This is an optimization exercise on Yosys and OpenROAD, whose aim is small area, not a production implementation.
RTL that was checked went through simulation tests only; none was proved equivalent to the original.
The RTL of run 6 was laid out without a check of its function.
No activity file was given, so power comes from the tool's default toggle rates.

<file path="design.v">
module dpc_5x5(
	input			clk,
	input			reset_n,
	input			bayer_format,
	input	[7:0]	i_dpc_threshold,
	input	[2:0]	i_video_syn,
	input	[7:0]	i_data_r0,
	input	[7:0]	i_data_r1,
	input	[7:0]	i_data_r2,
	input	[7:0]	i_data_r3,
	input	[7:0]	i_data_r4,
	output	[2:0]	o_video_sync,
	output	[7:0]	o_data
);
reg		[11:0]	syn_v, syn_h, syn_d;
always @(posedge clk or negedge reset_n)
	if (~reset_n) begin
		syn_v <= 0;
		syn_h <= 0;
		syn_d <= 0;
	end else begin
		syn_v <= {syn_v[10:0], i_video_syn[2]};
		syn_d <= {syn_d[10:0], i_video_syn[1]};
		syn_h <= {syn_h[10:0], i_video_syn[0]};
	end
assign o_video_sync = {syn_v[11], syn_d[11], syn_h[11]};
wire	de_rise = syn_d[2] & ~syn_d[3];
wire	vs_fall = syn_v[3] & ~syn_v[2];
reg		odd_pixel;
reg		odd_line;
always @(posedge clk)
	if (de_rise)
		odd_pixel <= ~bayer_format;
	else if (syn_d[3])
		odd_pixel <= ~odd_pixel;
always @(posedge clk or negedge reset_n)
	if (~reset_n)
		odd_line <= 1'b0;
	else if (vs_fall)
		odd_line <= 1'b0;
	else if (de_rise)
		odd_line <= ~odd_line;
wire	g1 = odd_pixel ^ odd_line;		 
wire	[39:0]	s0 = {i_data_r4, i_data_r3, i_data_r2, i_data_r1, i_data_r0};
reg		[39:0]	s1, s2, s3, s4, s5, s6;
always @(posedge clk) begin
	s1 <= s0;
	s2 <= s1;
	s3 <= s2;
	s4 <= s3;
	s5 <= s4;
	s6 <= s5;
end
function [63:0] nbrs;
	input			g;
	input	[39:0]	c1, c2, c3, c4, c5;
	reg		[7:0]	n1, n2, n3, n4, n6, n7, n8, n9;
	begin
		n1 = g ? c2[8*(1) +: 8] : c1[8*(0) +: 8];
		n2 = c3[8*(0) +: 8];
		n3 = g ? c4[8*(1) +: 8] : c5[8*(0) +: 8];
		n4 = c1[8*(2) +: 8];
		n6 = c5[8*(2) +: 8];
		n7 = g ? c2[8*(3) +: 8] : c1[8*(4) +: 8];
		n8 = c3[8*(4) +: 8];
		n9 = g ? c4[8*(3) +: 8] : c5[8*(4) +: 8];
		nbrs = {n9, n8, n7, n6, n4, n3, n2, n1};
	end
endfunction
function [7:0] bitcol;
	input	[63:0]	x;
	input	integer	b;
	integer			k;
	begin
		for (k = 0; k < 8; k = k + 1)
			bitcol[k] = x[8*k + b];
	end
endfunction
function gt8;
	input	[7:0]	a;
	input	[7:0]	b;
	integer			k;
	begin
		gt8 = 1'b0;
		for (k = 0; k < 8; k = k + 1)
			gt8 = (a[k] & ~b[k]) | ((a[k] | ~b[k]) & gt8);
	end
endfunction
function [8:0] add8;
	input	[7:0]	a;
	input	[7:0]	b;
	input			ci;
	integer			k;
	reg				cy;
	begin
		cy = ci;
		for (k = 0; k < 8; k = k + 1) begin
			add8[k] = a[k] ^ b[k] ^ cy;
			cy = (a[k] & b[k]) | (a[k] & cy) | (b[k] & cy);
		end
		add8[8] = cy;
	end
endfunction
function [3:0] sort4;		 
	input	[3:0]	x;
	begin
		sort4[0] = |x;
		sort4[3] = &x;
		sort4[1] = (x[0] & x[1]) | (x[2] & x[3]) | ((x[0] | x[1]) & (x[2] | x[3]));
		sort4[2] = (x[0] & x[1] & (x[2] | x[3])) | (x[2] & x[3] & (x[0] | x[1]));
	end
endfunction
function th4;				 
	input	[7:0]	e;
	reg		[3:0]	p, q;
	begin
		p = sort4(e[3:0]);
		q = sort4(e[7:4]);
		th4 = p[3] | q[3] | (p[0] & q[2]) | (p[1] & q[1]) | (p[2] & q[0]);
	end
endfunction
function [16:0] mstep;		 
	input	[7:0]	hi;
	input	[7:0]	lo;
	input	[7:0]	x;
	reg		[7:0]	e;
	reg				m;
	begin
		e = hi | (x & ~lo);
		m = th4(e);
		mstep = {m, hi | (e & {8{~m}}), lo | (~e & {8{m}})};
	end
endfunction
function [17:0] mstep2;	 
	input	[7:0]	hi;
	input	[7:0]	lo;
	input	[7:0]	x1;
	input	[7:0]	x0;
	reg		[7:0]	e, e0, e1, hia, loa;
	reg				m, ma, mb, mn;
	begin
		e = hi | (x1 & ~lo);
		m = th4(e);
		e0 = e | (x0 & ~lo);
		e1 = hi | (x0 & e);
		ma = th4(e0);
		mb = th4(e1);
		mn = m ? mb : ma;
		hia = hi | (e & {8{~m}});
		loa = lo | (~e & {8{m}});
		e = m ? e1 : e0;
		mstep2 = {m, mn, hia | (e & {8{~mn}}), loa | (~e & {8{mn}})};
	end
endfunction
wire	[63:0]	w1 = nbrs(g1, s4, s3, s2, s1, s0);
wire	[7:0]	thr = i_dpc_threshold;
wire	[8:0]	u_c = {1'b0, s2[8*(2) +: 8]} + {1'b0, ~thr} + 9'd1;
wire	[8:0]	v = {1'b0, s2[8*(2) +: 8]} + {1'b0, thr} + 9'd1;
reg		[7:0]	pos;		 
reg		[3:0]	neg;		 
integer	i;
always @(*) begin
	for (i = 0; i < 8; i = i + 1)
		pos[i] = u_c[8] & gt8(u_c[7:0], w1[8*i +: 8]);
	for (i = 0; i < 4; i = i + 1)
		neg[i] = ~v[8] & gt8(w1[8*(i+4) +: 8], v[7:0]);
end
wire	dec_a = &pos;
wire	dec_b = (&pos[3:0]) & (&neg);
wire	[16:0]	q1_7 = mstep(8'h00, 8'h00, bitcol(w1, 7));
wire	[16:0]	q1_6 = mstep(q1_7[15:8], q1_7[7:0], bitcol(w1, 6));
reg		[7:0]	hi2, lo2;
reg		[7:6]	m2;
reg				a_2, b_2, g2;
reg		[5:0]	n1_2, n7_2;
always @(posedge clk) begin
	hi2 <= q1_6[15:8];
	lo2 <= q1_6[7:0];
	m2 <= {q1_7[16], q1_6[16]};
	a_2 <= dec_a;
	b_2 <= dec_b;
	g2 <= g1;
	n1_2 <= w1[5:0];
	n7_2 <= w1[45:40];
end
wire	[63:0]	w2x = nbrs(g2, s5, s4, s3, s2, s1);
wire	[63:0]	w2 = {w2x[63:48], 2'b0, n7_2, w2x[39:8], 2'b0, n1_2};
wire	[16:0]	q2_5 = mstep(hi2, lo2, bitcol(w2, 5));
wire	[16:0]	q2_4 = mstep(q2_5[15:8], q2_5[7:0], bitcol(w2, 4));
reg		[7:0]	hi3, lo3;
reg		[7:4]	m3;
reg				a_3, b_3, g3;
reg		[3:0]	n1_3, n7_3;
always @(posedge clk) begin
	hi3 <= q2_4[15:8];
	lo3 <= q2_4[7:0];
	m3 <= {m2, q2_5[16], q2_4[16]};
	a_3 <= a_2;
	b_3 <= b_2;
	g3 <= g2;
	n1_3 <= n1_2[3:0];
	n7_3 <= n7_2[3:0];
end
wire	[63:0]	w3x = nbrs(g3, s6, s5, s4, s3, s2);
wire	[63:0]	w3 = {w3x[63:48], 4'b0, n7_3, w3x[39:8], 4'b0, n1_3};
wire	[17:0]	q3_3 = mstep2(hi3, lo3, bitcol(w3, 3), bitcol(w3, 2));
wire	[17:0]	q3_1 = mstep2(q3_3[15:8], q3_3[7:0], bitcol(w3, 1), bitcol(w3, 0));
wire	[7:0]	med = {m3, q3_3[17], q3_3[16], q3_1[17], q3_1[16]};
wire	[7:0]	c_f = s4[8*(2) +: 8];		 
wire	[7:0]	p_f = s5[8*(2) +: 8];		 
reg		[7:0]	d0, d1, d2, d3, d4, d5;
always @(posedge clk) begin
	d0 <= a_3 ? med : (b_3 ? c_f : p_f);
	d1 <= d0;
	d2 <= d1;
	d3 <= d2;
	d4 <= d3;
	d5 <= d4;
end
assign o_data = d5;
endmodule
</file>
<file path="flow/run.sh">
#!/bin/bash
# Layout flow: the standard synthesis, then the combinational logic of
# the synthesised netlist is mapped again (remap.tcl); registers are left
# exactly as the standard synthesis made them. The re-mapped netlist is used
# only if Yosys proves it equivalent to the standard one (check.tcl). The
# rest is the standard layout (floorplan to finish), with the port buffers
# made of the smallest buffer cell and a clock tree without dummy loads.
# Each tool writes its own log here.
set -euo pipefail
R=orfs/results/${FLOW_PLATFORM}/dpc_5x5/base

# 1. standard synthesis
bash standard.sh synth > log_synth.txt 2>&1

# 2. map the combinational logic again, keep it if proven equivalent
cp "$R/1_2_yosys.v" log_1_2_yosys_standard.v
if yosys -c flow/remap.tcl > log_remap.txt 2>&1 && yosys -c flow/check.tcl > log_check.txt 2>&1; then
	echo "re-mapped netlist proven equivalent; using it" > log_choice.txt
	cp remap_out.v "$R/1_2_yosys.v"
	rm -f "$R/1_synth.odb" "$R/1_synth.sdc"
else
	echo "re-mapped netlist not used; keeping the standard netlist" > log_choice.txt
fi

# 3. the rest of the standard layout
bash standard.sh "BUFFER_PORTS_ARGS=-buffer_cell sky130_fd_sc_hd__buf_1" "CTS_ARGS=-sink_clustering_enable -repair_clock_nets -sink_clustering_size 18 -sink_clustering_max_diameter 80 -dont_use_dummy_load -buf_list sky130_fd_sc_hd__clkbuf_8" finish > log_layout.txt 2>&1
</file>
<file path="flow/abc.constr">
set_driving_cell sky130_fd_sc_hd__buf_1
set_load 5
</file>
<file path="flow/check.tcl">
# Prove that the re-mapped netlist (remap_out.v) does what the standard
# synthesis netlist does: registers and ports are paired by name, internal
# nets are not, and equiv_status fails if any pair is not proven.
yosys -import
set lib $::env(FLOW_HOME)/platforms/$::env(FLOW_PLATFORM)/lib/sky130_fd_sc_hd__tt_025C_1v80.lib
set top $::env(FLOW_TOP)

foreach {name file} [list gold log_1_2_yosys_standard.v gate remap_out.v] {
	design -reset
	read_liberty -ignore_miss_func $lib
	read_verilog $file
	hierarchy -top $top
	flatten
	async2sync
	yosys rename -hide w:_*
	opt_clean
	yosys rename $top $name
	design -stash $name
}
design -reset
design -copy-from gold -as gold gold
design -copy-from gate -as gate gate
equiv_make gold gate equiv
hierarchy -top equiv
equiv_simple -seq 2
equiv_induct -seq 2
equiv_status -assert
</file>
<file path="flow/remap.abc">
strash
dc2
dch
map -D 2100
topo
stime -c
buffer -c
upsize -c
dnsize -c
</file>
<file path="flow/remap.tcl">
# Map the combinational part of the standard synthesis netlist again: the
# adder cells that synthesis extracted are dissolved into plain logic and
# ABC maps all logic between the registers again (a dc2 rewrite, then a
# mapping for area under a 2.1 ns required time, then the sizing steps of
# the standard synthesis script),
# with its delay target and constraints. Flip-flops are
# kept as cells (same names and types); only the logic between them changes.
yosys -import
set lib $::env(FLOW_HOME)/platforms/$::env(FLOW_PLATFORM)/lib/sky130_fd_sc_hd__tt_025C_1v80.lib
set top $::env(FLOW_TOP)
set net orfs/results/$::env(FLOW_PLATFORM)/dpc_5x5/base/1_2_yosys.v

read_liberty -ignore_miss_func $lib
read_verilog $net
hierarchy -top $top
# keep every sequential cell as it is
setattr -mod -set keep_hierarchy 1 sky130_fd_sc_hd__df* sky130_fd_sc_hd__edf* sky130_fd_sc_hd__sdf* sky130_fd_sc_hd__dl* sky130_fd_sc_hd__sdl*
flatten
opt_clean
stat -liberty $lib

set dont_use {}
foreach c {probe_p_8 probec_p_8 lpflow_*} { lappend dont_use -dont_use sky130_fd_sc_hd__$c }
abc -script flow/remap.abc -liberty $lib {*}$dont_use -constr flow/abc.constr -D [expr {int($::env(FLOW_PERIOD_NS) * 1000)}]
opt_clean -purge
stat -liberty $lib
select $top
write_verilog -noattr -noexpr -nohex -nodec -selected remap_out.v
</file>
<file path="standard.sh">
#!/bin/bash
# synth_recipe.tcl (not shown) runs the flow's synth.tcl, then flattens the netlist and writes it again
# the make line also repeats each setting of config.mk as NAME=value (left out here)
make -C /OpenROAD-flow-scripts/flow DESIGN_CONFIG=/design/flow/config.mk WORK_HOME=/design/flow/orfs CLKGATE_MAP_FILE= SYNTH_SCRIPT=/design/flow/synth_recipe.tcl "${@:-finish}"
</file>
<file path="config.mk">
export PLATFORM = sky130hd
export DESIGN_NAME = dpc_5x5
export DESIGN_NICKNAME = dpc_5x5
export VERILOG_FILES = /design/flow/design.v
export SDC_FILE = /design/flow/constraint.sdc
export NUM_CORES = 4
export LEC_CHECK = 0
export ABC_AREA = 1
export CAP_MARGIN = 20
export CORE_MARGIN = 2
export CORE_UTILIZATION = 55
export CTS_CLUSTER_DIAMETER = 100
export CTS_CLUSTER_SIZE = 30
export SLEW_MARGIN = 20
</file>
<file path="constraint.sdc">
create_clock -name core_clock -period 3.5 [get_ports {clk}]
set_input_delay 0.7000 -clock core_clock [delete_from_list [all_inputs] [get_ports {clk}]]
set_output_delay 0.7000 -clock core_clock [all_outputs]
set_load 0.01 [all_outputs]
</file>
==> results of run 1 <==
## per-stage QoR
stage          TNS [ns]  area, um2  total power [mW]  utilization
2_1_floorplan         0      10900              8.51            -
3_3_place_gp          0      11600              9.91        0.597
3_5_place_dp          0      11600              9.98        0.597
4_1_cts               0      11900              11.5        0.611
5_1_grt         -0.0396      12000              12.6        0.615
6_report              0      12000              11.6        0.615
## placed cells by master, fill, tap and decap left out, types with 21 or more instances in the layout
cell type / instances
o22ai_1: 29
dfxtp_1: 266
dfrtp_1: 37
buf_1: 63
inv_1: 140
o221ai_1: 21
a21oi_1: 72
nand2_1: 213
nor2_1: 107
buf_4: 35
o21ai_0: 91
nand3_1: 39
o21ai_1: 22
## registers in the layout, summed over array words and instances, names as in the netlist, 12 cells and up
signal / flops
syn_d: 12
s1: 40
s2: 40
syn_v: 12
s3: 40
syn_h: 12
s4: 24
## where the power goes
| group | internal, mW | switching [mW] |
|---|---|---|
| clock | 0.518 | 0.989 |
| sequential | 3.93 | 0.229 |
| combinational | 2.17 | 3.80 |
## final timing paths
| kind | endpoint | slack [ns] |
|---|---|---|
| hold reg to reg | s3[27]$_DFF_P_ | 0.32 |
| min in group core_clock | s1[12]$_DFF_P_ | 0.24 |
| setup / recovery | d0[0]$_DFF_P_ | 0.18 |
| setup reg to reg | d0[0]$_DFF_P_ | 0.18 |
| hold / removal | syn_v[2]$_DFF_PN0_ | 0.24 |
| max in group asynchronous | syn_d[8]$_DFF_PN0_ | 2.70 |
## worst register-to-register path: cells and delay by family (launching register included)
kind	cells	cell delay, ns
AO/OA/AOI/OAI	9	1.78
AND/OR/NAND/NOR	6	0.97
flip-flops	1	0.44
## layer usage
metal,track usage,vias up
met3,0.0306,28
met1,0.356,3882
met2,0.391,215
met5,0,-
li1,-,4325
met4,0.0583,0
## cell type report
class,count,area (um2)
clock buffers,20,275
fillers,1708,7490
inverters,148,558
multi-input cells,754,3970
flip-flops and latches,306,6320
well taps,265,332
repair buffers,100,515
## repair_timing
action | 4_1_cts | 5_1_grt
hold endpoints to repair | 0 | 0
endpoints found under the setup margin | 0 | 30
resized for setup | 0 | 19
setup buffers | 0 | 4
==> impl_metrics.yaml, run 1 <==
sta:
  slew-limit-headroom: 0.426
  setup_viol: 0
  tightestPinTransition_ns: 0.860
  hold_ws_ns: 0.237
  min_period_over_period: 0.948
  skew_ns: 0.0207
  fmax_mhz: 301
  slew_viol_final: 0
  fin_crit_ns: 3.32
  finalHoldViolations: 0
  setup_ws_ns: 0.183
floorplanning:
  rows: 51
  core_um2: 19500
  initial_core_util: 0.561
  die_x_um: 145
  die_y_um: 145
  io_pins: 65
  dieArea_um2: 21000
detailed_routing:
  drc: 0
  drt_wl_total_um: 25500
  vias: 8450
  routed.top_layer: "met4"
  dr_wl_met2_um: 11400
  initialDrtViolationCount: 579
  dr_wl_met3_um: 1350
  routed_via_density: 5.30
  ant_nets: 0
  drt-met1-wl_um: 12200
  drtPass1Iterations: 5
  avgRoutedWirePerCell_um: 16.0
yosys:
  syn_nets: 1282
  syn_inst: 1228
  synth_area_um2: 10900
  postSynthAreaPerCell_um2: 8.88
  ys_warn_count: 1
global_route:
  grt_pass1_vias: 7804
  grt_pass1_wl_um: 39400
  grt_overflow: 0
  grt_usage: 0.245
  grt_max_degree: 38
  antenna_found_initial: 0
setup_path:
  worstPathArrival_ns: 3.74
  worst-path-max-fanout: 14
  worst-setup-path-type: "reg -> reg"
  worstPathRequired_ns: 3.93
  cp.depth: 15
  path_buf_inv: 0
  r2r_start: "s2[19]$_DFF_P_"
  endpoint_kind: "flop"
  cp_cell_sequence: "nand2_1 > o21ai_0 > nor2_1 > a21oi_1 > o41ai_2 > a22o_1 > nand4_1 > and2_4 > o221a_2 > o21ai_0 > or2_1 > o211ai_1 > nand4_1 > a21oi_1 > o22ai_2"
  critPathTopFamily: "compound AO/OA/AOI/OAI gates"
  crit_start: "s2[19]$_DFF_P_"
  start_kind: "flop"
  critPathSlowestCell: "dfxtp_1"
  cpPeakStageDelay_ns: 0.44
  reg2reg_depth: 15
final_layout:
  finalNetCount: 1384
  antenna_cells: 0
  instances_no_fill: 1593
  syn_to_final_growth_pct: 9.77
  drive_above_1_share: 0.0881
power:
  p_leak_nw: 5.38
  max-vdd-ir-drop_mv: 0.449
  power-per-cell-area_nw_per_um2: 972
clock_tree:
  numCtsBuffers: 20
  insertion_delay_ns: 0.55
  cts_buffer_depth: 3
  cts_tree: "yes"
  cts_sinks: 306
  postCtsHoldBufs: 0
  cts-root-buf: "clkbuf_8"
  clk_pin_slew_ns: 0.12
  htree_levels: 1
status:
  status: "no timing/DRC/antenna violations"
run:
  cap_violations: 0
min_path:
  hp-class: "in -> async"
placed_design:
  pre_cts_slack_ns: 0.0101
  dp_cells: 1569
  dpl.hpwl_um: 19900
  io_buffers: 64
  gp_congestion: 0.921
==> run 2: changes to the inputs <==
--- a/flow/run.sh
+++ b/flow/run.sh
@@ -4,7 +4,8 @@
 # exactly as the standard synthesis made them. The re-mapped netlist is used
 # only if Yosys proves it equivalent to the standard one (check.tcl). The
 # rest is the standard layout (floorplan to finish), with the port buffers
-# made of the smallest buffer cell and a clock tree without dummy loads.
+# made of the smallest buffer cell and a clock tree of clkbuf_8 cells in
+# clusters of up to 18 sinks, without dummy loads.
 # Each tool writes its own log here.
 set -euo pipefail
 R=orfs/results/${FLOW_PLATFORM}/dpc_5x5/base
--- a/config.mk
+++ b/config.mk
@@ -9,6 +9,5 @@
 export CAP_MARGIN = 20
 export CORE_MARGIN = 2
 export CORE_UTILIZATION = 55
-export CTS_CLUSTER_DIAMETER = 100
-export CTS_CLUSTER_SIZE = 30
+export GPL_TIMING_DRIVEN = 0
 export SLEW_MARGIN = 20
==> impl_metrics.yaml, run 2 <==
final_layout:
  layout_commonest_cell: "dfxtp_1"
  drive_above_1_share: 0.0963
  n_fill_cell: 1727
  finalNetCount: 1375
  antenna_cells: 0
  layout_common_cells: "dfxtp_1, nand2_1, inv_1, nor2_1, o21ai_0"
  instances_no_fill: 1584
  syn_to_final_growth_pct: 10.4
  top_regs: "s1: 40 flops, s2: 40 flops, s3: 40 flops"
sta:
  slew_viol_final: 0
  min_period_over_period: 0.937
  setup_viol: 0
  rsz0062_at_grt: "yes"
  finalHoldViolations: 0
  skew_ns: 0.0278
  fin_crit_ns: 3.28
  tightestPinTransition_ns: 0.646
  fmax_mhz: 305
  slew-limit-headroom: 0.570
detailed_routing:
  routed_via_density: 5.36
  vias: 8497
  drtPass1Iterations: 5
  drt_wl_total_um: 25800
  avgRoutedWirePerCell_um: 16.3
  drc: 0
  ant_nets: 0
  initialDrtViolationCount: 616
placed_design:
  dp_cells: 1558
  io_buffers: 64
  dpl.hpwl_um: 19800
  gp_congestion: 0.979
floorplanning:
  rows: 51
  core_um2: 19500
  dieArea_um2: 21000
  die_y_um: 145
  io_pins: 65
  initial_core_util: 0.561
  die_x_um: 145
setup_path:
  critPathSlowestCell: "dfxtp_4"
  worstPathArrival_ns: 3.72
  worst-path-max-fanout: 10
  cpPeakStageDelay_ns: 0.41
  worst-setup-path-type: "reg -> reg"
  start_kind: "flop"
  crit_top_cell: "nand2_1"
  cp_cell_sequence: "o21ai_4 > a21oi_4 > or2_1 > nand2_1 > o22ai_1 > a31oi_1 > nand3_2 > nand4_1 > and2_4 > buf_6 > nor2_1 > a211oi_2 > buf_4 > nand2_2 > o22ai_4 > nand3_1 > a22oi_2 > nand2_1 > nand2_1 > o21ai_1"
  worstPathRequired_ns: 3.93
  endpoint_kind: "flop"
global_route:
  antenna_found_initial: 0
  grt_max_degree: 35
  grt_pass1_wl_um: 40100
  grt_pass1_vias: 7939
  grt_overflow: 0
  grt_usage: 0.250
clock_tree:
  cts_buffer_depth: 3
  clk_pin_slew_ns: 0.11
  htree_levels: 1
  cts_sinks: 306
  numCtsBuffers: 20
  insertion_delay_ns: 0.55
  cts_tree: "yes"
  cts-root-buf: "clkbuf_8"
status:
  status: "no timing/DRC/antenna violations"
yosys:
  syn_nets: 1282
  ys_warn_count: 1
  postSynthAreaPerCell_um2: 8.88
  syn_inst: 1228
  synth_area_um2: 10900
power:
  power.total_mw: 11.9
  max-vdd-ir-drop_mv: 0.472
  power-per-cell-area_nw_per_um2: 984
  p_leak_nw: 5.34
min_path:
  hp-class: "in -> reg"
run:
  cap_violations: 0
## run 2: worst max-delay path, delay by kind of cell, from the launching register on
| family | cells | cell delay [ns] |
|---|---|---|
| and+or+nand+nor | 10 | 1.21 |
| AOI/OAI and AO/OA | 8 | 1.20 |
| DFF | 1 | 0.41 |
| buffers and inverters | 2 | 0.32 |
## run 2: worst paths after layout
kind / slack [ns] / endpoint / depth (start not counted) / start
worst max-delay path: 0.22 / d0[1]$_DFF_P_ / 20 / g3$_DFF_P_
worst min-delay path: 0.24 / s1[31]$_DFF_P_ / 1 / i_data_r3[7]
worst max register to register: 0.22 / d0[1]$_DFF_P_ / 20 / g3$_DFF_P_
worst min register to register: 0.33 / s2[18]$_DFF_P_ / 0 / s1[18]$_DFF_P_
max in group asynchronous: 2.61 / syn_d[10]$_DFF_PN0_ / 3 / reset_n
min in group asynchronous: 0.49 / syn_d[1]$_DFF_PN0_ / 2 / reset_n
## run 2: metal layers
layer / part of all wire / wire length, um / global-route usage / vias to the layer above
li1: - / - / - / 4299
met1: 0.47 / 12100 / 0.353 / 3907
met2: 0.44 / 11400 / 0.399 / 245
met3: 0.063 / 1630 / 0.0428 / 46
met4: 0.026 / 674 / 0.0639 / 0
met5: 0 / 0 / 0 / -
## run 2: layout make-up
cell class              count  area [um2]  area share
plain buffers              20         134      0.0111
multi-input cells         754        4110       0.341
flip-flops and latches    306        6330       0.525
well taps                 265         332      0.0275
inverters                 148         556      0.0461
clock buffers              20         275      0.0228
repair buffers             71         309      0.0257
## run 2: power by group
part           total (mW)  internal (mW)  switching [mW]
registers            4.17           3.94           0.238
clock network        1.50          0.517           0.984
logic                6.18           2.19            3.99
## run 2: repair_timing
| action | in CTS | in global routing |
|---|---|---|
| setup buffers | 0 | 5 |
| hold buffers | 1 | 0 |
| resized for setup | 3 | 75 |
| pin swaps | 0 | 15 |
| setup endpoints to repair | 2 | 33 |
| endpoints found under the hold margin | 3 | 0 |
## run 2: through the flow
stage	setup TNS (ns)	hold WS [ns]	area [um2]	setup WS, ns	utilization
6_report	0	0.238	12000	0.219	0.619
5_1_grt	-0.188	0.216	12000	-0.0277	0.619
4_1_cts	0	0.218	11800	0.00190	0.606
3_5_place_dp	-0.930	0.312	11500	-0.482	0.591
3_3_place_gp	-0.894	0.309	11500	-0.448	0.590
2_1_floorplan	0	0.310	10900	0.463	-
==> run 3: changes to the inputs <==
--- a/config.mk
+++ b/config.mk
@@ -8,6 +8,5 @@
 export ABC_AREA = 1
 export CAP_MARGIN = 20
 export CORE_MARGIN = 2
-export CORE_UTILIZATION = 55
-export GPL_TIMING_DRIVEN = 0
+export CORE_UTILIZATION = 48
 export SLEW_MARGIN = 20
==> impl_metrics.yaml, run 3 <==
detailed_routing:
  routed_via_density: 5.25
  drt_wl_total_um: 26000
  avgRoutedWirePerCell_um: 16.1
  drtPass1Iterations: 5
  ant_nets: 0
  vias: 8484
  initialDrtViolationCount: 661
  drc: 0
floorplanning:
  core_um2: 22500
  die_y_um: 155
  die_x_um: 155
  rows: 55
  dieArea_um2: 24000
  io_pins: 65
  initial_core_util: 0.485
final_layout:
  drive_above_1_share: 0.0939
  seqCellArea_um2: 6320
  n_fill_cell: 2137
  top_regs: "s1: 40 flops, s2: 40 flops, s3: 40 flops"
  instances_no_fill: 1616
  layout_commonest_cell: "dfxtp_1"
  layout_common_cells: "dfxtp_1, nand2_1, inv_1, nor2_1, o21ai_0"
  post-route-util: 0.537
  multi_input_area_um2: 4050
  design_area_um2: 12100
  finalNetCount: 1387
  syn_to_final_growth_pct: 10.8
  antenna_cells: 0
clock_tree:
  cts-root-buf: "clkbuf_8"
  insertion_delay_ns: 0.54
  htree_levels: 1
  numCtsBuffers: 21
  cts_tree: "yes"
  clk_pin_slew_ns: 0.11
  cts_buffer_depth: 3
  cts_sinks: 306
status:
  status: "no timing/DRC/antenna violations"
setup_path:
  start_kind: "flop"
  cp_cell_sequence: "o21ai_1 > a21oi_2 > or2_1 > nand2_1 > o22ai_1 > a31oi_2 > nand3_2 > nand4_1 > and2_4 > nor2_1 > a211oi_2 > buf_4 > nand2_2 > o22ai_2 > nand3_1 > a22oi_1 > nand2_1 > nand2_1 > o21ai_1"
  worstPathArrival_ns: 3.74
  worstPathRequired_ns: 3.93
  worst-setup-path-type: "reg -> reg"
  endpoint_kind: "flop"
  reg2reg_depth: 19
  cpPeakStageDelay_ns: 0.39
  critPathSlowestCell: "dfxtp_2"
  crit_top_cell: "nand2_1"
  r2r_slack_ns: 0.19
  worst-path-max-fanout: 14
global_route:
  antenna_found_initial: 1
  grt_pass1_vias: 7916
  grt_usage: 0.214
  grt_max_degree: 38
  grt_pass1_wl_um: 40400
  grt_overflow: 0
sta:
  tns_ns: 0
  slew_viol_final: 0
  setup_ws_ns: 0.192
  min_period_over_period: 0.945
  finalHoldViolations: 0
  skew_ns: 0.0461
  fmax_mhz: 302
  tightestPinTransition_ns: 0.865
  fin_crit_ns: 3.31
  hold_ws_ns: 0.212
  slew-limit-headroom: 0.423
  setup_viol: 0
yosys:
  synth_area_um2: 10900
  ys_warn_count: 1
  syn_nets: 1282
  postSynthAreaPerCell_um2: 8.88
  syn_inst: 1228
placed_design:
  io_buffers: 64
  gp_congestion: 0.924
  pre_cts_slack_ns: 0.0338
  placed_area_um2: 11600
  dp_cells: 1589
  dpl.hpwl_um: 20100
min_path:
  hold_path_depth: 1
  hp-class: "in -> reg"
power:
  power.total_mw: 11.8
  power-per-cell-area_nw_per_um2: 975
  p_leak_nw: 5.42
  max-vdd-ir-drop_mv: 0.452
run:
  cap_violations: 0
[run 3: what timing repair did]
item                                    in CTS  in global routing
gates resized for setup                      0                 26
hold buffers                                 0                  0
endpoints found under the setup margin       0                 35
setup buffers                                0                  4
[run 3: critical path: cells and delay by family, from the launching register on]
kind / cells / cell delay, ns
simple gates: 10 / 1.34
flops: 1 / 0.39
buf+inv: 1 / 0.17
compound gates: 8 / 1.29
[run 3: layout make-up]
class | instances | share of cell area
clock buffer | 21 | 0.0239
tap | 285 | 0.0295
multi-input combinational | 756 | 0.335
sequential | 306 | 0.523
timing repair buffer | 100 | 0.0423
inverter | 148 | 0.0462
[run 3: routing by layer]
| metal | global-route usage | up-vias | part of all wire |
|---|---|---|---|
| met2 | 0.341 | 203 | 0.44 |
| met1 | 0.310 | 3916 | 0.49 |
| met3 | 0.0286 | 38 | 0.051 |
| met4 | 0.0520 | 0 | 0.017 |
| met5 | 0 | - | 0 |
| li1 | - | 4327 | - |
[run 3: worst paths after layout]
| check | from | endpoint |
|---|---|---|
| worst min register to register | syn_h[5]$_DFF_PN0_ | syn_h[6]$_DFF_PN0_ |
| worst max register to register | g3$_DFF_P_ | d0[1]$_DFF_P_ |
| worst min-delay path | i_data_r1[4] | s1[12]$_DFF_P_ |
| worst max-delay path | g3$_DFF_P_ | d0[1]$_DFF_P_ |
| min in group asynchronous | reset_n | syn_h[3]$_DFF_PN0_ |
| max in group asynchronous | reset_n | syn_h[5]$_DFF_PN0_ |
[run 3: power breakdown]
part	switching [mW]	internal (mW)
sequential	0.228	3.93
clock	1.01	0.540
combinational	3.91	2.17
total	5.15	6.64
==> run 4: changes to the inputs <==
--- a/config.mk
+++ b/config.mk
@@ -6,7 +6,7 @@
 export NUM_CORES = 4
 export LEC_CHECK = 0
 export ABC_AREA = 1
-export CAP_MARGIN = 20
+export CAP_MARGIN = 0
 export CORE_MARGIN = 2
-export CORE_UTILIZATION = 48
-export SLEW_MARGIN = 20
+export CORE_UTILIZATION = 55
+export SLEW_MARGIN = 0
==> impl_metrics.yaml, run 4 <==
placed_design:
  pre_cts_slack_ns: 0.0101
  dp_cells: 1569
  gp_congestion: 0.921
  dpl.hpwl_um: 19900
  placed_area_um2: 11600
  io_buffers: 64
detailed_routing:
  ant_nets: 0
  avgRoutedWirePerCell_um: 16.0
  drt_wl_total_um: 25500
  initialDrtViolationCount: 579
  vias: 8450
  routed_via_density: 5.30
  drc: 0
  drtPass1Iterations: 5
power:
  power.total_mw: 11.6
  power-per-cell-area_nw_per_um2: 972
  max-vdd-ir-drop_mv: 0.449
  p_leak_nw: 5.38
floorplanning:
  die_y_um: 145
  initial_core_util: 0.561
  io_pins: 65
  die_x_um: 145
  rows: 51
  dieArea_um2: 21000
  core_um2: 19500
setup_path:
  worst-setup-path-type: "reg -> reg"
  cp_cell_sequence: "nand2_1 > o21ai_0 > nor2_1 > a21oi_1 > o41ai_2 > a22o_1 > nand4_1 > and2_4 > o221a_2 > o21ai_0 > or2_1 > o211ai_1 > nand4_1 > a21oi_1 > o22ai_2"
  critPathSlowestCell: "dfxtp_1"
  r2r_slack_ns: 0.18
  crit_start: "s2[19]$_DFF_P_"
  crit_end: "d0[0]$_DFF_P_"
  reg2reg_depth: 15
  cpPeakStageDelay_ns: 0.44
  worstPathRequired_ns: 3.93
  start_kind: "flop"
  worst-path-max-fanout: 14
  endpoint_kind: "flop"
  worstPathArrival_ns: 3.74
  r2r_start: "s2[19]$_DFF_P_"
  crit-reg2reg-capture: "d0[0]$_DFF_P_"
final_layout:
  design_area_um2: 12000
  instances_no_fill: 1593
  drive_above_1_share: 0.0881
  post-route-util: 0.615
  antenna_cells: 0
  syn_to_final_growth_pct: 9.77
  layout_commonest_cell: "dfxtp_1"
  top_regs: "s1: 40 flops, s2: 40 flops, s3: 40 flops"
  layout_common_cells: "dfxtp_1, nand2_1, inv_1, nor2_1, o21ai_0"
  finalNetCount: 1384
global_route:
  grt_pass1_wl_um: 39400
  grt_usage: 0.245
  grt_max_degree: 38
  grt_overflow: 0
  grt_pass1_vias: 7804
  antenna_found_initial: 0
clock_tree:
  cts_buffer_depth: 3
  cts-root-buf: "clkbuf_8"
  htree_levels: 1
  cts_sinks: 306
  numCtsBuffers: 20
  clk_pin_slew_ns: 0.12
  insertion_delay_ns: 0.55
  cts_tree: "yes"
  postCtsHoldBufs: 0
status:
  status: "no timing/DRC/antenna violations"
sta:
  finalHoldViolations: 0
  hold_ws_ns: 0.237
  fin_crit_ns: 3.32
  skew_ns: 0.0207
  tightestPinTransition_ns: 0.860
  tns_ns: 0
  setup_viol: 0
  slew_viol_final: 0
  min_period_over_period: 0.948
  slew-limit-headroom: 0.426
  setup_ws_ns: 0.183
  fmax_mhz: 301
yosys:
  ys_warn_count: 1
  syn_nets: 1282
  synth_area_um2: 10900
  syn_inst: 1228
  postSynthAreaPerCell_um2: 8.88
min_path:
  hp-class: "in -> async"
run:
  cap_violations: 0
## run 4: cell count changes in the layout (fill, tap and decap cells not counted), moves of 2 or more
cell,delta
nand2_2,+2
nand2_1,-2
nand3_4,-3
o21ai_2,-2
## run 4: cell type report
| cell class | instances | area, um2 |
|---|---|---|
| fillers | 1708 | 7490 |
| clock buffers | 20 | 275 |
| well taps | 265 | 332 |
| multi-input cells | 754 | 3970 |
| flip-flops and latches | 306 | 6320 |
| repair buffers | 100 | 515 |
| inverters | 148 | 558 |
## run 4: power breakdown
group / internal [mW] / leakage [nW] / switching, mW
Clock: 0.518 / 0.144 / 0.989
Combinational: 2.17 / 2.54 / 3.80
Sequential: 3.93 / 2.70 / 0.229
## run 4: critical path: cells and delay by family, from the launching register on
family,cells,cell delay [ns]
AOI/OAI and AO/OA,9,1.78
DFF,1,0.44
and+or+nand+nor,6,0.97
## run 4: how the worst min path moves through the flow
stage | start | end | slack [ns] | cells after the start
after floorplan | a_2$_DFF_P_ | a_3$_DFF_P_ | 0.31 | 0
after global placement | d2[0]$_DFF_P_ | d3[0]$_DFF_P_ | 0.31 | 0
after detailed placement | d0[1]$_DFF_P_ | d1[1]$_DFF_P_ | 0.31 | 0
after CTS | i_data_r1[4] | s1[12]$_DFF_P_ | 0.19 | 1
after global routing | i_data_r1[3] | s1[11]$_DFF_P_ | 0.21 | 1
final | reset_n | syn_v[2]$_DFF_PN0_ | 0.24 | 1
## run 4: layer usage
metal / share of wire / track usage / vias up / wire [um]
met5: 0 / 0 / - / 0
met4: 0.019 / 0.0583 / 0 / 493
met3: 0.053 / 0.0306 / 28 / 1350
met2: 0.45 / 0.391 / 215 / 11400
met1: 0.48 / 0.356 / 3882 / 12200
li1: - / - / 4325 / -
## run 4: repair_timing
action,CTS,global route
resized for setup,0,19
setup endpoints to repair,0,30
endpoints found under the hold margin,0,0
setup buffers,0,4
==> run 5: changes to the inputs <==
--- a/config.mk
+++ b/config.mk
@@ -6,7 +6,9 @@
 export NUM_CORES = 4
 export LEC_CHECK = 0
 export ABC_AREA = 1
-export CAP_MARGIN = 0
+export CAP_MARGIN = 20
 export CORE_MARGIN = 2
 export CORE_UTILIZATION = 55
-export SLEW_MARGIN = 0
+export CTS_CLUSTER_DIAMETER = 100
+export CTS_CLUSTER_SIZE = 30
+export SLEW_MARGIN = 20
==> impl_metrics.yaml, run 5 <==
global_route:
  grt_pass1_wl_um: 39400
  grt_pass1_vias: 7804
  grt_overflow: 0
  grt_max_degree: 38
  antenna_found_initial: 0
  grt_usage: 0.245
sta:
  finalHoldViolations: 0
  setup_viol: 0
  fmax_mhz: 301
  slew-limit-headroom: 0.426
  tightestPinTransition_ns: 0.860
  hold_ws_ns: 0.237
  setup_ws_ns: 0.183
  tns_ns: 0
  skew_ns: 0.0207
  min_period_over_period: 0.948
  slew_viol_final: 0
  fin_crit_ns: 3.32
final_layout:
  finalNetCount: 1384
  instances_no_fill: 1593
  post-route-util: 0.615
  multi_input_area_um2: 3970
  layout_commonest_cell: "dfxtp_1"
  design_area_um2: 12000
  syn_to_final_growth_pct: 9.77
  layout_common_cells: "dfxtp_1, nand2_1, inv_1, nor2_1, o21ai_0"
  antenna_cells: 0
  drive_above_1_share: 0.0881
  seqCellArea_um2: 6320
  n_fill_cell: 1708
  top_regs: "s1: 40 flops, s2: 40 flops, s3: 40 flops"
floorplanning:
  core_um2: 19500
  die_x_um: 145
  io_pins: 65
  initial_core_util: 0.561
  rows: 51
  dieArea_um2: 21000
  die_y_um: 145
power:
  pwr-share-clk: 0.129
  p_comb_frac: 0.513
  max-vdd-ir-drop_mv: 0.449
  power.total_mw: 11.6
  switchingPower_mw: 5.01
  power_frac_seq: 0.358
  internal_power_mw: 6.62
  power-per-cell-area_nw_per_um2: 972
  p_leak_nw: 5.38
  switching_share: 0.431
detailed_routing:
  drtPass1Iterations: 5
  avgRoutedWirePerCell_um: 16.0
  routed_via_density: 5.30
  ant_nets: 0
  initialDrtViolationCount: 579
  vias: 8450
  drt_wl_total_um: 25500
  drc: 0
placed_design:
  placed_area_um2: 11600
  pre_cts_slack_ns: 0.0101
  dp_cells: 1569
  io_buffers: 64
  gp_congestion: 0.921
  dpl.hpwl_um: 19900
clock_tree:
  postCtsHoldBufs: 0
  htree_levels: 1
  insertion_delay_ns: 0.55
  clk_pin_slew_ns: 0.12
  cts_tree: "yes"
  cts_sinks: 306
  cts-root-buf: "clkbuf_8"
  cts_buffer_depth: 3
  numCtsBuffers: 20
setup_path:
  worstPathArrival_ns: 3.74
  worstPathRequired_ns: 3.93
  endpoint_kind: "flop"
  start_kind: "flop"
  worst-path-max-fanout: 14
  worst-setup-path-type: "reg -> reg"
yosys:
  ys_warn_count: 1
  postSynthAreaPerCell_um2: 8.88
  syn_nets: 1282
  syn_inst: 1228
  synth_area_um2: 10900
min_path:
  hp-class: "in -> async"
status:
  status: "no timing/DRC/antenna violations"
run:
  cap_violations: 0
-- run 5: final cells by class --
| cell class | count | share of cell area |
|---|---|---|
| Sequential cell | 306 | 0.528 |
| Tap cell | 265 | 0.0277 |
| Inverter | 148 | 0.0466 |
| Timing Repair Buffer | 100 | 0.0430 |
| Multi-Input combinational cell | 754 | 0.332 |
| Clock buffer | 20 | 0.0230 |
-- run 5: metal layers --
layer	track usage	share of wire	vias up
met5	0	0	-
met4	0.0583	0.019	0
met3	0.0306	0.053	28
met2	0.391	0.45	215
met1	0.356	0.48	3882
li1	-	-	4325
-- run 5: worst paths after layout --
check	startpoint	endpoint	slack, ns	cells after the start
setup reg to reg	s2[19]$_DFF_P_	d0[0]$_DFF_P_	0.18	15
hold / removal	reset_n	syn_v[2]$_DFF_PN0_	0.24	1
max in group asynchronous	reset_n	syn_d[8]$_DFF_PN0_	2.70	1
hold reg to reg	s2[27]$_DFF_P_	s3[27]$_DFF_P_	0.32	0
setup / recovery	s2[19]$_DFF_P_	d0[0]$_DFF_P_	0.18	15
min in group core_clock	i_data_r1[4]	s1[12]$_DFF_P_	0.24	1
-- run 5: critical path: stages (launching register included) --
cell and delay, ns:
dfxtp_1 0.44, nand2_1 0.13, o21ai_0 0.34, nor2_1 0.12, a21oi_1 0.27, o41ai_2 0.12
a22o_1 0.19, nand4_1 0.08, and2_4 0.27, o221a_2 0.24, o21ai_0 0.16, or2_1 0.26
o211ai_1 0.18, nand4_1 0.11, a21oi_1 0.18, o22ai_2 0.10
-- run 5: power by group through the flow --
stage	clock [mW]	sequential, mW	combinational, mW
floorplan	0	4.15	4.36
global placement	0	4.24	5.67
detailed placement	0	4.25	5.73
CTS	1.57	4.17	5.76
global route	1.67	4.21	6.71
finish	1.51	4.16	5.97
-- run 5: timing repair --
| item | CTS | global route |
|---|---|---|
| endpoints found under the hold margin | 0 | 0 |
| setup endpoints to repair | 0 | 30 |
| gates resized for setup | 0 | 19 |
| buffers inserted | 0 | 4 |
==> run 6: changes to the inputs <==
--- a/design.v
+++ b/design.v
@@ -153,7 +153,9 @@
 	end
 endfunction
 wire	[63:0]	w1 = nbrs(g1, s4, s3, s2, s1, s0);
-wire	[7:0]	thr = i_dpc_threshold;
+reg		[7:0]	thr;
+always @(posedge clk)
+	thr <= i_dpc_threshold;
 wire	[8:0]	u_c = {1'b0, s2[8*(2) +: 8]} + {1'b0, ~thr} + 9'd1;
 wire	[8:0]	v = {1'b0, s2[8*(2) +: 8]} + {1'b0, thr} + 9'd1;
 reg		[7:0]	pos;		 
==> impl_metrics.yaml, run 6 <==
floorplanning:
  die_y_um: 146
  rows: 51
  initial_core_util: 0.564
  core_um2: 19600
  dieArea_um2: 21200
  io_pins: 65
  die_x_um: 146
sta:
  setup_ws_ns: 0.198
  slew_viol_final: 0
  skew_ns: 0.0443
  slew-limit-headroom: 0.422
  min_period_over_period: 0.943
  hold_ws_ns: 0.244
  fin_crit_ns: 3.30
  tns_ns: 0
  tightestPinTransition_ns: 0.867
  fmax_mhz: 303
  rsz0062_at_grt: "yes"
  finalHoldViolations: 0
  setup_viol: 0
yosys:
  postSynthAreaPerCell_um2: 9.05
  synth_area_um2: 11000
  ys_warn_count: 1
  syn_nets: 1274
  syn_inst: 1220
min_path:
  hold_path_depth: 1
  min_from: "i_data_r1[0]"
  hp-class: "in -> reg"
  min_to: "s1[8]$_DFF_P_"
placed_design:
  gp_congestion: 0.946
  dpl.hpwl_um: 20200
  io_buffers: 64
  placed_area_um2: 11700
  dp_cells: 1553
  pre_cts_slack_ns: -0.377
setup_path:
  r2r_start: "odd_pixel$_DFFE_PP_"
  reg2reg_depth: 18
  worst-path-max-fanout: 10
  endpoint_kind: "flop"
  critPathSlowestCell: "edfxtp_1"
  path_buf_inv: 4
  cp_cell_sequence: "inv_1 > nand2_1 > and2_1 > buf_4 > nand2_1 > nand2_1 > nor2_1 > o21ai_1 > a21oi_1 > nand3_4 > buf_12 > o21ai_0 > nand2_1 > o21ai_0 > a31oi_2 > nand3_4 > inv_4 > a21oi_1"
  crit_top_cell: "nand2_1"
  start_kind: "flop"
  critPathTopFamily: "simple AND/OR/NAND/NOR gates"
  worst-setup-path-type: "reg -> reg"
  worstPathRequired_ns: 3.95
  cpPeakStageDelay_ns: 0.40
  r2r_slack_ns: 0.20
  crit-reg2reg-capture: "lo2[3]$_DFF_P_"
  worstPathArrival_ns: 3.75
global_route:
  grt_pass1_wl_um: 41000
  grt_pass1_vias: 7923
  antenna_found_initial: 0
  grt_usage: 0.243
  grt_overflow: 0
  grt_max_degree: 39
final_layout:
  design_area_um2: 12300
  finalNetCount: 1380
  instances_no_fill: 1589
  syn_to_final_growth_pct: 11.5
  post-route-util: 0.628
  layout_common_cells: "dfxtp_1, nand2_1, inv_1, nor2_1, o21ai_0"
  drive_above_1_share: 0.113
  n_fill_cell: 1750
  layout_commonest_cell: "dfxtp_1"
  top_regs: "s1: 40 flops, s2: 40 flops, s3: 40 flops"
  antenna_cells: 0
power:
  max-vdd-ir-drop_mv: 0.514
  p_leak_nw: 5.42
  power.total_mw: 12.3
  power-per-cell-area_nw_per_um2: 998
detailed_routing:
  drtPass1Iterations: 5
  initialDrtViolationCount: 614
  vias: 8614
  ant_nets: 0
  avgRoutedWirePerCell_um: 16.7
  drt_wl_total_um: 26500
  drc: 0
  routed_via_density: 5.42
clock_tree:
  cts-root-buf: "clkbuf_8"
  cts_tree: "yes"
  numCtsBuffers: 21
  cts_buffer_depth: 3
  clk_pin_slew_ns: 0.10
  insertion_delay_ns: 0.54
  postCtsHoldBufs: 0
  htree_levels: 1
  cts_sinks: 314
run:
  cap_violations: 0
status:
  status: "no timing/DRC/antenna violations"
==> run 6: repair_timing <==
action	4_1_cts	5_1_grt
pin swaps	1	14
gates cloned	0	1
buffers inserted	0	14
gates resized for setup	6	51
setup endpoints to repair	4	32
==> run 6: worst reg2reg max path, cell delays in order, from the launching register on <==
cell,delay [ns]
edfxtp_1,0.40
inv_1,0.09
nand2_1,0.05
and2_1,0.13
buf_4,0.16
nand2_1,0.16
nand2_1,0.16
nor2_1,0.19
o21ai_1,0.10
a21oi_1,0.24
nand3_4,0.20
buf_12,0.19
o21ai_0,0.31
nand2_1,0.12
o21ai_0,0.22
a31oi_2,0.08
nand3_4,0.18
inv_4,0.08
a21oi_1,0.15
==> run 6: layout make-up <==
cell class	instances	area (um2)	area share
well taps	265	332	0.0269
repair inverters	1	7.51	0.000610
multi-input cells	760	4180	0.339
repair buffers	102	541	0.0439
inverters	126	475	0.0386
clock buffers	21	289	0.0235
flip-flops and latches	314	6490	0.527
==> run 6: layer usage <==
metal  share of wire  GRT usage  wire [um]  vias up
li1                -          -          -     4329
met1            0.50      0.365      13300     4026
met2            0.43      0.373      11400      228
met3           0.047     0.0332       1230       31
met4           0.021     0.0569        545        0
met5               0          0          0        -
==> run 6: worst max-delay path by stage <==
stage	end	cells after the start	from	slack (ns)
after floorplan	lo2[1]$_DFF_P_	20	odd_pixel$_DFFE_PP_	0.65
after global placement	b_2$_DFF_P_	19	s2[16]$_DFF_P_	-0.39
after detailed placement	b_2$_DFF_P_	19	s2[16]$_DFF_P_	-0.38
after CTS	lo2[3]$_DFF_P_	20	odd_pixel$_DFFE_PP_	0.005
after global routing	lo2[3]$_DFF_P_	20	odd_pixel$_DFFE_PP_	-0.09
final	lo2[3]$_DFF_P_	18	odd_pixel$_DFFE_PP_	0.20
==> run 6: where the power goes <==
part | switching, mW | internal, mW
Sequential | 0.271 | 4.04
Clock | 0.994 | 0.542
Combinational | 4.05 | 2.40
Total | 5.31 | 6.98
==> run 7: changes to the inputs <==
--- a/design.v
+++ b/design.v
@@ -153,9 +153,7 @@
 	end
 endfunction
 wire	[63:0]	w1 = nbrs(g1, s4, s3, s2, s1, s0);
-reg		[7:0]	thr;
-always @(posedge clk)
-	thr <= i_dpc_threshold;
+wire	[7:0]	thr = i_dpc_threshold;
 wire	[8:0]	u_c = {1'b0, s2[8*(2) +: 8]} + {1'b0, ~thr} + 9'd1;
 wire	[8:0]	v = {1'b0, s2[8*(2) +: 8]} + {1'b0, thr} + 9'd1;
 reg		[7:0]	pos;		 
==> flow/remap.abc (replaced) <==
strash
dc2
dch
map -D 2000
topo
stime -c
buffer -c
upsize -c
dnsize -c
--- a/flow/remap.tcl
+++ b/flow/remap.tcl
@@ -1,7 +1,7 @@
 # Map the combinational part of the standard synthesis netlist again: the
 # adder cells that synthesis extracted are dissolved into plain logic and
 # ABC maps all logic between the registers again (a dc2 rewrite, then a
-# mapping for area under a 2.1 ns required time, then the sizing steps of
+# mapping for area under a 2.0 ns required time, then the sizing steps of
 # the standard synthesis script),
 # with its delay target and constraints. Flip-flops are
 # kept as cells (same names and types); only the logic between them changes.
==> impl_metrics.yaml, run 7 <==
yosys:
  synth_area_um2: 11000
  syn_nets: 1291
  postSynthAreaPerCell_um2: 8.90
  ys_warn_count: 1
  syn_inst: 1237
clock_tree:
  cts_buffer_depth: 3
  cts_sinks: 306
  numCtsBuffers: 21
  cts_tree: "yes"
  htree_levels: 1
  postCtsHoldBufs: 0
  cts-root-buf: "clkbuf_8"
  cts_setup_buffers: 0
  clk_pin_slew_ns: 0.10
  insertion_delay_ns: 0.54
  post_cts_resized: 0
floorplanning:
  dieArea_um2: 21200
  die_y_um: 146
  core_um2: 19500
  die_x_um: 146
  rows: 51
  initial_core_util: 0.564
  io_pins: 65
sta:
  rsz0062_at_grt: "yes"
  min_period_over_period: 0.917
  skew_ns: 0.0457
  setup_viol: 0
  tightestPinTransition_ns: 0.855
  slew_viol_final: 0
  tns_ns: 0
  setup_ws_ns: 0.291
  finalHoldViolations: 0
  fmax_mhz: 312
  fin_crit_ns: 3.21
  slew-limit-headroom: 0.430
power:
  power-per-cell-area_nw_per_um2: 987
  p_comb_frac: 0.517
  internal_power_mw: 6.53
  switchingPower_mw: 5.29
  switching_share: 0.448
  max-vdd-ir-drop_mv: 0.553
  power_frac_seq: 0.354
  p_leak_nw: 5.38
  pwr-share-clk: 0.129
setup_path:
  cpPeakStageDelay_ns: 0.38
  crit_start: "lo3[3]$_DFF_P_"
  critPathTopFamily: "compound AO/OA/AOI/OAI gates"
  r2r_start: "lo3[3]$_DFF_P_"
  worstPathArrival_ns: 3.64
  start_kind: "flop"
  worst-path-max-fanout: 16
  worst-setup-path-type: "reg -> reg"
  cp_cell_sequence: "inv_1 > nand2_1 > o21ai_0 > inv_1 > a22oi_1 > nor2_1 > a22o_1 > nand4_2 > nand2_4 > o211ai_1 > o21ai_1 > o22a_1 > o22ai_1 > nand4_1 > a21oi_1 > o22ai_1"
  critPathSlowestCell: "o21ai_0"
  path_buf_inv: 2
  endpoint_kind: "flop"
  worstPathRequired_ns: 3.93
final_layout:
  instances_no_fill: 1589
  finalNetCount: 1380
  design_area_um2: 12000
  top_regs: "s1: 40 flops, s2: 40 flops, s3: 40 flops"
  syn_to_final_growth_pct: 8.74
  layout_common_cells: "dfxtp_1, nand2_1, inv_1, nor2_1, o21ai_0"
  n_fill_cell: 1734
  post-route-util: 0.613
  drive_above_1_share: 0.0899
  antenna_cells: 0
  layout_commonest_cell: "dfxtp_1"
min_path:
  min_from: "i_data_r3[4]"
  hp-class: "in -> reg"
placed_design:
  dpl.hpwl_um: 20200
  placed_area_um2: 11600
  dp_cells: 1568
  pre_cts_slack_ns: 0.0356
  gp_congestion: 0.915
  io_buffers: 64
global_route:
  top_usage_layer: "met1"
  gr-usage-met3: 0.0345
  grt_max_degree: 38
  grt_usage: 0.239
  antenna_found_initial: 0
  grt_pass1_wl_um: 40400
  grt_pass1_vias: 7750
  use_met1: 0.366
  grtUsageMet2: 0.361
  grt_overflow: 0
status:
  status: "no timing/DRC/antenna violations"
detailed_routing:
  avgRoutedWirePerCell_um: 16.3
  vias: 8502
  routed_via_density: 5.35
  drc: 0
  ant_nets: 0
  drtPass1Iterations: 5
  initialDrtViolationCount: 536
  drt_wl_total_um: 25900
run:
  cap_violations: 0
## run 7: power groups by stage
stage               registers (mW)  logic, mW  clock network [mW]
finish                        4.18       6.11                1.53
CTS                           4.18       5.90                1.57
floorplan                     4.16       4.80                   0
global route                  4.22       6.84                1.71
global placement              4.25       5.81                   0
detailed placement            4.26       5.87                   0
## run 7: layer usage
layer / vias to the layer above / wire length (um)
li1: 4327 / -
met1: 3926 / 13100
met2: 223 / 11000
met3: 26 / 1410
met4: 0 / 361
met5: - / 0
## run 7: area by class of cell
cell class / count / area, um2 / area share
clock buffers: 21 / 289 / 0.0241
multi-input cells: 763 / 4070 / 0.339
well taps: 265 / 332 / 0.0277
repair buffers: 85 / 399 / 0.0333
inverters: 149 / 564 / 0.0471
flip-flops and latches: 306 / 6330 / 0.528
## run 7: worst paths after layout
path	endpoint	slack [ns]	depth (start not counted)
worst max register to register	d0[0]$_DFF_P_	0.29	16
worst max-delay path	d0[0]$_DFF_P_	0.29	16
min in group asynchronous	syn_h[0]$_DFF_PN0_	0.25	1
worst min-delay path	s1[28]$_DFF_P_	0.24	1
max in group asynchronous	syn_d[1]$_DFF_PN0_	2.68	1
worst min register to register	s2[33]$_DFF_P_	0.30	0
## run 7: worst reg2reg max path: cells and delay by family, from the launching register on
kind	cells	cell delay (ns)
AND/OR/NAND/NOR	5	0.53
AO/OA/AOI/OAI	9	2.01
buffers and inverters	2	0.21
flip-flops	1	0.34
## run 7: metrics by stage
stage | hold slack, ns | power (mW)
finish | 0.238 | 11.8
global route | 0.215 | 12.8
CTS | 0.214 | 11.7
detailed placement | 0.312 | 10.1
global placement | 0.310 | 10.1
floorplan | 0.310 | 8.96
==> run 8: changes to the inputs <==
--- a/design.v
+++ b/design.v
@@ -153,7 +153,9 @@
 	end
 endfunction
 wire	[63:0]	w1 = nbrs(g1, s4, s3, s2, s1, s0);
-wire	[7:0]	thr = i_dpc_threshold;
+reg		[7:0]	thr;
+always @(posedge clk)
+	thr <= i_dpc_threshold;
 wire	[8:0]	u_c = {1'b0, s2[8*(2) +: 8]} + {1'b0, ~thr} + 9'd1;
 wire	[8:0]	v = {1'b0, s2[8*(2) +: 8]} + {1'b0, thr} + 9'd1;
 reg		[7:0]	pos;		 
@@ -167,16 +169,15 @@
 end
 wire	dec_a = &pos;
 wire	dec_b = (&pos[3:0]) & (&neg);
-wire	[16:0]	q1_7 = mstep(8'h00, 8'h00, bitcol(w1, 7));
-wire	[16:0]	q1_6 = mstep(q1_7[15:8], q1_7[7:0], bitcol(w1, 6));
+wire	[17:0]	q1_7 = mstep2(8'h00, 8'h00, bitcol(w1, 7), bitcol(w1, 6));
 reg		[7:0]	hi2, lo2;
 reg		[7:6]	m2;
 reg				a_2, b_2, g2;
 reg		[5:0]	n1_2, n7_2;
 always @(posedge clk) begin
-	hi2 <= q1_6[15:8];
-	lo2 <= q1_6[7:0];
-	m2 <= {q1_7[16], q1_6[16]};
+	hi2 <= q1_7[15:8];
+	lo2 <= q1_7[7:0];
+	m2 <= {q1_7[17], q1_7[16]};
 	a_2 <= dec_a;
 	b_2 <= dec_b;
 	g2 <= g1;
@@ -185,27 +186,26 @@
 end
 wire	[63:0]	w2x = nbrs(g2, s5, s4, s3, s2, s1);
 wire	[63:0]	w2 = {w2x[63:48], 2'b0, n7_2, w2x[39:8], 2'b0, n1_2};
-wire	[16:0]	q2_5 = mstep(hi2, lo2, bitcol(w2, 5));
-wire	[16:0]	q2_4 = mstep(q2_5[15:8], q2_5[7:0], bitcol(w2, 4));
+wire	[17:0]	q2_5 = mstep2(hi2, lo2, bitcol(w2, 5), bitcol(w2, 4));
+wire	[17:0]	q2_3 = mstep2(q2_5[15:8], q2_5[7:0], bitcol(w2, 3), bitcol(w2, 2));
 reg		[7:0]	hi3, lo3;
-reg		[7:4]	m3;
+reg		[7:2]	m3;
 reg				a_3, b_3, g3;
-reg		[3:0]	n1_3, n7_3;
-always @(posedge clk) begin
-	hi3 <= q2_4[15:8];
-	lo3 <= q2_4[7:0];
-	m3 <= {m2, q2_5[16], q2_4[16]};
+reg		[1:0]	n1_3, n7_3;
+always @(posedge clk) begin
+	hi3 <= q2_3[15:8];
+	lo3 <= q2_3[7:0];
+	m3 <= {m2, q2_5[17], q2_5[16], q2_3[17], q2_3[16]};
 	a_3 <= a_2;
 	b_3 <= b_2;
 	g3 <= g2;
-	n1_3 <= n1_2[3:0];
-	n7_3 <= n7_2[3:0];
+	n1_3 <= n1_2[1:0];
+	n7_3 <= n7_2[1:0];
 end
 wire	[63:0]	w3x = nbrs(g3, s6, s5, s4, s3, s2);
-wire	[63:0]	w3 = {w3x[63:48], 4'b0, n7_3, w3x[39:8], 4'b0, n1_3};
-wire	[17:0]	q3_3 = mstep2(hi3, lo3, bitcol(w3, 3), bitcol(w3, 2));
-wire	[17:0]	q3_1 = mstep2(q3_3[15:8], q3_3[7:0], bitcol(w3, 1), bitcol(w3, 0));
-wire	[7:0]	med = {m3, q3_3[17], q3_3[16], q3_1[17], q3_1[16]};
+wire	[63:0]	w3 = {w3x[63:48], 6'b0, n7_3, w3x[39:8], 6'b0, n1_3};
+wire	[17:0]	q3_1 = mstep2(hi3, lo3, bitcol(w3, 1), bitcol(w3, 0));
+wire	[7:0]	med = {m3, q3_1[17], q3_1[16]};
 wire	[7:0]	c_f = s4[8*(2) +: 8];		 
 wire	[7:0]	p_f = s5[8*(2) +: 8];		 
 reg		[7:0]	d0, d1, d2, d3, d4, d5;
--- a/flow/run.sh
+++ b/flow/run.sh
@@ -4,9 +4,7 @@
 # exactly as the standard synthesis made them. The re-mapped netlist is used
 # only if Yosys proves it equivalent to the standard one (check.tcl). The
 # rest is the standard layout (floorplan to finish), with the port buffers
-# made of the smallest buffer cell and a clock tree of clkbuf_8 cells in
-# clusters of up to 18 sinks, without dummy loads.
-# Each tool writes its own log here.
+# made of the smallest buffer cell. Each tool writes its own log here.
 set -euo pipefail
 R=orfs/results/${FLOW_PLATFORM}/dpc_5x5/base
 
@@ -24,4 +22,4 @@
 fi
 
 # 3. the rest of the standard layout
-bash standard.sh "BUFFER_PORTS_ARGS=-buffer_cell sky130_fd_sc_hd__buf_1" "CTS_ARGS=-sink_clustering_enable -repair_clock_nets -sink_clustering_size 18 -sink_clustering_max_diameter 80 -dont_use_dummy_load -buf_list sky130_fd_sc_hd__clkbuf_8" finish > log_layout.txt 2>&1
+bash standard.sh "BUFFER_PORTS_ARGS=-buffer_cell sky130_fd_sc_hd__buf_1" finish > log_layout.txt 2>&1
==> flow/remap.abc (replaced) <==
strash
dc2
dch
map -B 0.9
topo
stime -c
buffer -c
upsize -c
dnsize -c
--- a/flow/remap.tcl
+++ b/flow/remap.tcl
@@ -1,8 +1,7 @@
 # Map the combinational part of the standard synthesis netlist again: the
 # adder cells that synthesis extracted are dissolved into plain logic and
-# ABC maps all logic between the registers again (a dc2 rewrite, then a
-# mapping for area under a 2.0 ns required time, then the sizing steps of
-# the standard synthesis script),
+# ABC maps all logic between the registers again (a dc2 rewrite, then the
+# same mapping script as the standard synthesis),
 # with its delay target and constraints. Flip-flops are
 # kept as cells (same names and types); only the logic between them changes.
 yosys -import
--- a/config.mk
+++ b/config.mk
@@ -8,7 +8,7 @@
 export ABC_AREA = 1
 export CAP_MARGIN = 20
 export CORE_MARGIN = 2
-export CORE_UTILIZATION = 55
+export CORE_UTILIZATION = 40
 export CTS_CLUSTER_DIAMETER = 100
 export CTS_CLUSTER_SIZE = 30
 export SLEW_MARGIN = 20
==> impl_metrics.yaml, run 8 <==
status:
  status: "no timing/DRC/antenna violations"
final_layout:
  finalNetCount: 1700
  layout_commonest_cell: "nand2_1"
  n_fill_cell: 3022
  antenna_cells: 0
  layout_common_cells: "nand2_1, dfxtp_1, inv_1, o21ai_0, nor2_1"
  drive_above_1_share: 0.105
  top_regs: "s1: 40 flops, s2: 40 flops, s3: 40 flops"
  syn_to_final_growth_pct: 11.7
  design_area_um2: 13700
min_path:
  min_to: "s1[31]$_DFF_P_"
  hold_path_depth: 1
  hp-class: "in -> reg"
  min_from: "i_data_r3[7]"
placed_design:
  placed_area_um2: 13000
  gp_congestion: 0.970
  dpl.hpwl_um: 24700
  io_buffers: 64
  pre_cts_slack_ns: 0.143
clock_tree:
  cts_sinks: 310
  clk_pin_slew_ns: 0.11
  cts-root-buf: "clkbuf_16"
  cts_tree: "yes"
  htree_levels: 1
  numCtsBuffers: 14
  postCtsHoldBufs: 0
  insertion_delay_ns: 0.50
  cts_buffer_depth: 3
setup_path:
  critPathTopFamily: "simple AND/OR/NAND/NOR gates"
  worstPathArrival_ns: 3.59
  critPathSlowestCell: "dfxtp_4"
  cpPeakStageDelay_ns: 0.41
  r2r_start: "g2$_DFF_P_"
  worst-path-max-fanout: 11
  r2r_slack_ns: 0.31
  path_buf_inv: 4
  endpoint_kind: "flop"
  cp_cell_sequence: "inv_4 > nand2_1 > nand2_1 > nand2_2 > nand3_1 > nand2_1 > nand3_1 > nand2_2 > nand4_4 > buf_6 > a21oi_2 > nand3_1 > nand2_1 > clkinv_1 > nand2_1 > nand2_1 > nand2_1 > nand2_2 > nand4_4 > buf_4 > nand2_1 > nand2_1 > nand2_1"
  start_kind: "flop"
  worstPathRequired_ns: 3.89
  crit_top_cell: "nand2_1"
  reg2reg_depth: 23
  crit-reg2reg-capture: "hi3[3]$_DFF_P_"
  worst-setup-path-type: "reg -> reg"
sta:
  setup_ws_ns: 0.306
  fin_crit_ns: 3.19
  skew_ns: 0.0169
  rsz0062_at_grt: "yes"
  tightestPinTransition_ns: 0.863
  slew-limit-headroom: 0.425
  min_period_over_period: 0.913
  setup_viol: 0
  slew_viol_final: 0
  finalHoldViolations: 0
  fmax_mhz: 313
power:
  max-vdd-ir-drop_mv: 0.624
  switchingPower_mw: 7.43
  pwr-share-clk: 0.125
  p_comb_frac: 0.598
  power-per-cell-area_nw_per_um2: 1100
  p_leak_nw: 6.53
  internal_power_mw: 7.58
  switching_share: 0.495
  power_frac_seq: 0.278
floorplanning:
  die_y_um: 179
  core_um2: 30300
  dieArea_um2: 32100
  die_x_um: 179
  rows: 64
  io_pins: 65
  initial_core_util: 0.404
detailed_routing:
  ant_nets: 0
  drt_wl_total_um: 31100
  initialDrtViolationCount: 838
  avgRoutedWirePerCell_um: 15.2
  routed_via_density: 4.90
  drc: 0
  vias: 10000
  drtPass1Iterations: 10
global_route:
  grt_usage: 0.196
  grt_pass1_vias: 9171
  grt_pass1_wl_um: 48700
  antenna_found_initial: 0
  grt_max_degree: 38
  grt_overflow: 0
yosys:
  syn_inst: 1563
  synth_area_um2: 12300
  postSynthAreaPerCell_um2: 7.84
  ys_warn_count: 1
  syn_nets: 1617
run:
  cap_violations: 0
run 8: area by class of cell:
type	instances	area [um2]	area share
well taps	396	495	0.0362
inverters	241	907	0.0662
repair buffers	85	403	0.0294
flip-flops and latches	310	6420	0.469
clock buffers	18	387	0.0282
clock inverters	1	20.0	0.00146
multi-input cells	994	5060	0.370
run 8: worst max path at each step:
stage,start,end,slack (ns),cells after the start
2_1_floorplan,i_data_r4[7],hi2[2]$_DFF_P_,0.89,14
3_3_place_gp,g2$_DFF_P_,hi3[3]$_DFF_P_,0.16,23
3_5_place_dp,g2$_DFF_P_,hi3[3]$_DFF_P_,0.14,23
4_1_cts,g2$_DFF_P_,hi3[3]$_DFF_P_,0.10,23
5_1_grt,g2$_DFF_P_,hi3[0]$_DFF_P_,-0.01,26
6_report,g2$_DFF_P_,hi3[3]$_DFF_P_,0.31,23
run 8: routing by layer:
| layer | GRT usage | wire length (um) |
|---|---|---|
| met4 | 0.0552 | 842 |
| met1 | 0.259 | 13900 |
| met5 | 0 | 0 |
| met2 | 0.336 | 14600 |
| met3 | 0.0244 | 1620 |
run 8: timing repair:
action,CTS,global route
buffers inserted,0,8
gates resized for setup,0,59
setup endpoints to repair,0,25
run 8: through the flow:
stage               utilization  setup TNS (ns)  hold slack, ns  cells  power, mW
finish                    0.451               0           0.279   2045       15.0
global route              0.451         -0.0146           0.252   2045       16.4
CTS                       0.442               0           0.252   2036       14.4
detailed placement        0.429               0           0.312   2017       12.5
global placement          0.429               0           0.310   2017       12.4
floorplan                     -               0           0.310   1563       10.4
run 8: worst reg2reg max path, cell delays in order, from the launching register on:
cell and delay (ns):
dfxtp_4 0.41, inv_4 0.07, nand2_1 0.06, nand2_1 0.08, nand2_2 0.13, nand3_1 0.09, nand2_1 0.09, nand3_1 0.10
nand2_2 0.13, nand4_4 0.20, buf_6 0.22, a21oi_2 0.23, nand3_1 0.14, nand2_1 0.17, clkinv_1 0.11, nand2_1 0.07
nand2_1 0.05, nand2_1 0.08, nand2_2 0.09, nand4_4 0.14, buf_4 0.20, nand2_1 0.06, nand2_1 0.06, nand2_1 0.07
run 8: power groups by stage:
stage	clock (mW)	sequential (mW)	combinational [mW]
2_1_floorplan	0	4.15	6.28
3_3_place_gp	0	4.24	8.21
3_5_place_dp	0	4.24	8.25
4_1_cts	1.95	4.16	8.27
5_1_grt	2.08	4.21	10.1
6_report	1.87	4.17	8.97

[port drivers added, routing unchanged]
No port has a modelled driver above. Below, the same layouts with a new extraction and two added sets of constraints.
Step 1 (the two cells are an assumption about what drives the block):
set clk [get_ports {clk}]
set_driving_cell -lib_cell sky130_fd_sc_hd__clkbuf_16 $clk
set_driving_cell -lib_cell sky130_fd_sc_hd__buf_2 [delete_from_list [all_inputs] $clk]
Step 2 also shifts input and output timing later by t, the mid clock arrival at the registers, as if the neighbouring blocks saw the same clock.
Slacks: ideal ports / drivers / drivers and shift; pairs: ideal ports / drivers.
run	t, ns	setup slack, ns	worst hold slack (ns)	worst setup path after step 2
run 1	0.582	0.183 / 0.183 / 0.009	0.237 / 0.218 / 0.316	input to register
run 2	0.574	0.219 / 0.219 / -0.084	0.238 / 0.221 / 0.326	input to register
run 3	0.575	0.192 / 0.192 / 0.023	0.212 / 0.194 / 0.295	input to register
run 4	0.582	0.183 / 0.183 / 0.009	0.237 / 0.218 / 0.316	input to register
run 5	0.582	0.183 / 0.183 / 0.009	0.237 / 0.218 / 0.316	input to register
run 6	0.561	0.198 / 0.198 / 0.198	0.244 / 0.224 / 0.320	register to register
run 7	0.564	0.291 / 0.291 / 0.039	0.238 / 0.218 / 0.299	input to register
run 8	0.546	0.306 / 0.306 / 0.306	0.279 / 0.249 / 0.331	register to register
Met with ideal ports but missed after step 2: setup timing in run 2. For run 2, which loses most, drivers alone change the setup slack by 0.000 ns; drivers and shift together by -0.303 ns.
